This is an optimization exercise on Yosys and OpenROAD, whose aim is small area, a short achievable clock period and few clock cycles, not a production implementation. Function was checked by simulation only, so behaviour that the tests miss may differ from the original. Power figures rest on the tool's default switching activity, not on a simulated workload.

==> flow/design.v (excerpt) <==
module pipeline (clk, reset, imem_addr, imem_rdata, dmem_addr, dmem_wdata, dmem_we, dmem_rdata);
For scale: about 4,500 cells after synthesis, about 1,300 flip-flops, about 160 I/O pins, roughly 58,000 um2 of cells after synthesis.
export LEC_CHECK = 0
export CAP_MARGIN = 30
export CORE_MARGIN = 2
export CORE_UTILIZATION = 40
export SLEW_MARGIN = 30
export SYNTH_HIERARCHICAL = 1
create_clock -name core_clock -period 12.0 [get_ports {clk}]
standard.sh (not shown) runs the stock make flow with config.mk's settings and CLKGATE_MAP_FILE= SYNTH_SCRIPT=/design/flow/synth_recipe.tcl, a recipe that flattens the netlist after the stock synthesis.
==> flow/flow/run.sh <==
#!/bin/bash
# Own flow: the standard synthesis and layout with these changes:
#  - timing repair is asked for more setup slack than the 12 ns clock needs,
#    so that it shortens the paths (SETUP_SLACK_MARGIN);
#  - port buffers are buf_2 rather than the slow delay buffer picked by default;
set -euo pipefail
cd "$(dirname "${BASH_SOURCE[0]}")/.."
bash standard.sh synth > synth.log 2>&1
bash standard.sh \
    SETUP_SLACK_MARGIN=8.4 TNS_END_PERCENT=100 \
    "BUFFER_PORTS_ARGS=-buffer_cell sky130_fd_sc_hd__buf_2" \
    CTS_CLUSTER_SIZE=20 CTS_CLUSTER_DIAMETER=100 CTS_BUF_LIST=sky130_fd_sc_hd__clkbuf_16 \
    finish > layout.log 2>&1
Testbench counts at the start, summed over its fixed seeds: cycles 38,834.
Change:
--- a/flow/design.v
+++ b/flow/design.v
@@ -12,30 +12,32 @@
     reg             d_bt_c;      
     reg     [9:2]   d_pclo;      
     reg             e_wr, e_lw, e_sw, e_br, e_bne;
     reg             e_sub, e_and, e_or, e_slt;
     reg     [4:0]   e_rd;
     reg     [31:0]  e_a;         
     reg     [31:0]  e_b;         
     reg     [31:0]  e_c;         
     reg             e_pred;
+    reg             e_skip1;     
     reg             m_wr, m_lw, m_we;
     reg     [4:0]   m_rd;
     reg     [31:0]  m_res, m_sd;
     wire            mispred;
     wire    [31:2]  e_alt;
     wire    [31:0]  res;
     wire            ld_use;
     wire    [31:0]  inst    = imem_rdata;
     wire    [31:2]  pc_next;
     wire            f_bt_c;
     wire    [9:2]   f_pclo;
-    fetch_next fnext(pc_next, f_bt_c, f_pclo, pc, inst, mispred, ld_use, e_alt);
+    wire            f_nseq;
+    fetch_next fnext(pc_next, f_bt_c, f_pclo, f_nseq, pc, inst, mispred, ld_use, e_alt);
     wire    [5:0]   op   = d_ir[31:26];
     wire    [5:0]   fn   = d_ir[5:0];
     wire    [4:0]   rs   = d_ir[25:21];
     wire    [4:0]   rt   = d_ir[20:16];
     wire    [4:0]   rdf  = d_ir[15:11];
     wire    [15:0]  imm  = d_ir[15:0];
     wire            is_r    = op == 6'h00;
     wire            is_beq  = op == 6'h04;
     wire            is_bne  = op == 6'h05;
@@ -91,92 +93,97 @@
     wire            fwd_a   = e_wr && !e_lw && e_rd == rs;
     wire            fwd_b   = e_wr && !e_lw && e_rd == rt;
     wire    [31:0]  v_a     = fwd_a ? res : r_a;
     wire    [31:0]  v_b     = fwd_b ? res : r_b;
     assign          ld_use  = d_v && e_wr && e_lw && ((use_rs && e_rd == rs) || (use_rt && e_rd == rt));
     wire    [31:0]  ext     = {{16{imm[15]}}, imm};
     wire            d_back  = (imm[15:8] == 8'hFF) & d_bt_c;
     wire    [31:2]  br_alt  = d_back ? {pc[31:10], d_pclo} : pc + {{14{imm[15]}}, imm};
     wire            d_pred  = is_br & d_back;
-    wire            d_go    = d_v && !ld_use && !mispred;
+    wire            d_go    = d_v && !ld_use && !mispred && !skip1;
+    wire            d_br    = is_br && imm != 16'd0;
     wire    [32:0]  sum     = {1'b0, e_a} + {1'b0, e_b ^ {32{e_sub}}} + {32'b0, e_sub};
     assign          res     = e_and ? (e_a & e_b) :
                               e_or  ? (e_a | e_b) :
                               e_slt ? {31'b0, ~sum[32]} :
                                       sum[31:0];
     wire            eq      = e_a == e_c;
     wire            taken   = eq ^ e_bne;
-    assign          mispred = e_br && (taken ^ e_pred);
+    wire            skip1   = e_br && taken && e_skip1;
+    assign          mispred = e_br && (taken ^ e_pred) && !e_skip1;
     assign          e_alt   = e_b[29:0];
     always @(posedge clk or posedge reset) begin
         if (reset) begin
             pc      <= 30'b0;
             d_v     <= 1'b0;
             e_wr    <= 1'b0;
             e_lw    <= 1'b0;
             e_sw    <= 1'b0;
             e_br    <= 1'b0;
             m_wr    <= 1'b0;
             m_we    <= 1'b0;
         end else begin
             pc      <= pc_next;
             if (!ld_use)
                 d_v <= !mispred;
             e_wr    <= d_go && dst != 5'd0;
             e_lw    <= d_go && is_lw;
             e_sw    <= d_go && is_sw;
-            e_br    <= d_go && is_br;
+            e_br    <= d_go && d_br;
             m_wr    <= e_wr;
             m_we    <= e_sw;
         end
     end
     always @(posedge clk) begin
         if (!ld_use) begin
             d_ir    <= inst;
             d_bt_c  <= f_bt_c;
             d_pclo  <= f_pclo;
         end
         e_rd        <= dst;
         e_bne       <= is_bne;
         e_pred      <= d_pred;
+        e_skip1     <= imm == 16'd1 && !f_nseq;
         e_sub       <= f_sub | f_slt;
         e_and       <= f_and;
         e_or        <= f_or;
         e_slt       <= f_slt;
         e_a         <= v_a;
         e_b         <= is_r ? v_b : (is_br ? {2'b00, br_alt} : ext);
         e_c         <= v_b;
         m_lw        <= e_lw;
         m_rd        <= e_rd;
         m_res       <= res;
         m_sd        <= e_c;
     end
     assign imem_addr  = {pc, 2'b00};
     assign dmem_addr  = m_res;
     assign dmem_wdata = m_sd;
     assign dmem_we    = m_we;
 endmodule
-module fetch_next(pc_next, bt_c, pclo, pc, inst, mispred, ld_use, e_alt);
+module fetch_next(pc_next, bt_c, pclo, nseq, pc, inst, mispred, ld_use, e_alt);
     output  [31:2]  pc_next;
     output          bt_c;
     output  [9:2]   pclo;
+    output          nseq;        
     input   [31:2]  pc;
     input   [31:0]  inst;
     input           mispred, ld_use;
     input   [31:2]  e_alt;
     wire            f_j     = inst[31:26] == 6'h02;
     wire            f_br    = inst[31:27] == 5'b00010;       
     wire    [31:2]  pc_inc  = pc + 30'd1;
     wire    [8:0]   bt_lo   = {1'b0, pc_inc[9:2]} + {1'b0, inst[7:0]};
     wire            f_pred  = f_br & (inst[15:8] == 8'hFF) & bt_lo[8];
     wire    [31:2]  btgt    = {pc_inc[31:10], bt_lo[7:0]};
     assign          bt_c    = bt_lo[8];
     assign          pclo    = pc_inc[9:2];
+    assign          nseq    = f_j | f_pred;
     wire            s_alt   = mispred;
     wire            s_hold  = !mispred && ld_use;
     wire            s_j     = !mispred && !ld_use && f_j;
     wire            s_bt    = !mispred && !ld_use && f_pred;
     wire            s_inc   = !mispred && !ld_use && !f_j && !f_pred;
     assign          pc_next = ({30{s_alt}}  & e_alt) |
                               ({30{s_hold}} & pc) |
                               ({30{s_j}}    & {pc_inc[31:28], inst[25:0]}) |
                               ({30{s_bt}}   & btgt) |
- clock power is about the same
- synthesized cell count grows by about 1%
- wire length climbs by 3.6%
- design area grows by about 1.9%
- non-clock buffer count came out higher by 85
- worst setup slack got worse by 0.22 ns
Testbench counts after the change, summed over its fixed seeds: cycles 38,424.

## re-timing with driven ports
No port has a modelled driver above. Below, the same layouts with a new extraction and two added sets of constraints. Step 1 (the two cells are an assumption about what drives the block):
set clk [get_ports {clk}]
set_driving_cell -lib_cell sky130_fd_sc_hd__clkbuf_16 $clk
set_driving_cell -lib_cell sky130_fd_sc_hd__buf_2 [delete_from_list [all_inputs] $clk]
Step 2 times the ports against the registers' clock, not the clock port: input delays grow and output delays shrink by t, the midpoint of the rising clock arrivals with the driver on. a / b / c = ideal / step 1 / step 2; a / b = the first two.
run	shift t [ns]	slack for setup (ns)	worst setup path after step 2	latest minus earliest clock arrival (ns)
the first run	0.774	8.328 / 8.252 / 7.619	input to register	0.034 / 0.034
the second run	0.793	8.105 / 8.137 / 7.351	input to register	0.048 / 0.048
After both steps setup and hold are still met in every run listed. The setup slack of the second run, which loses most, moves by +0.032 ns with the drivers and by -0.754 ns with both steps.
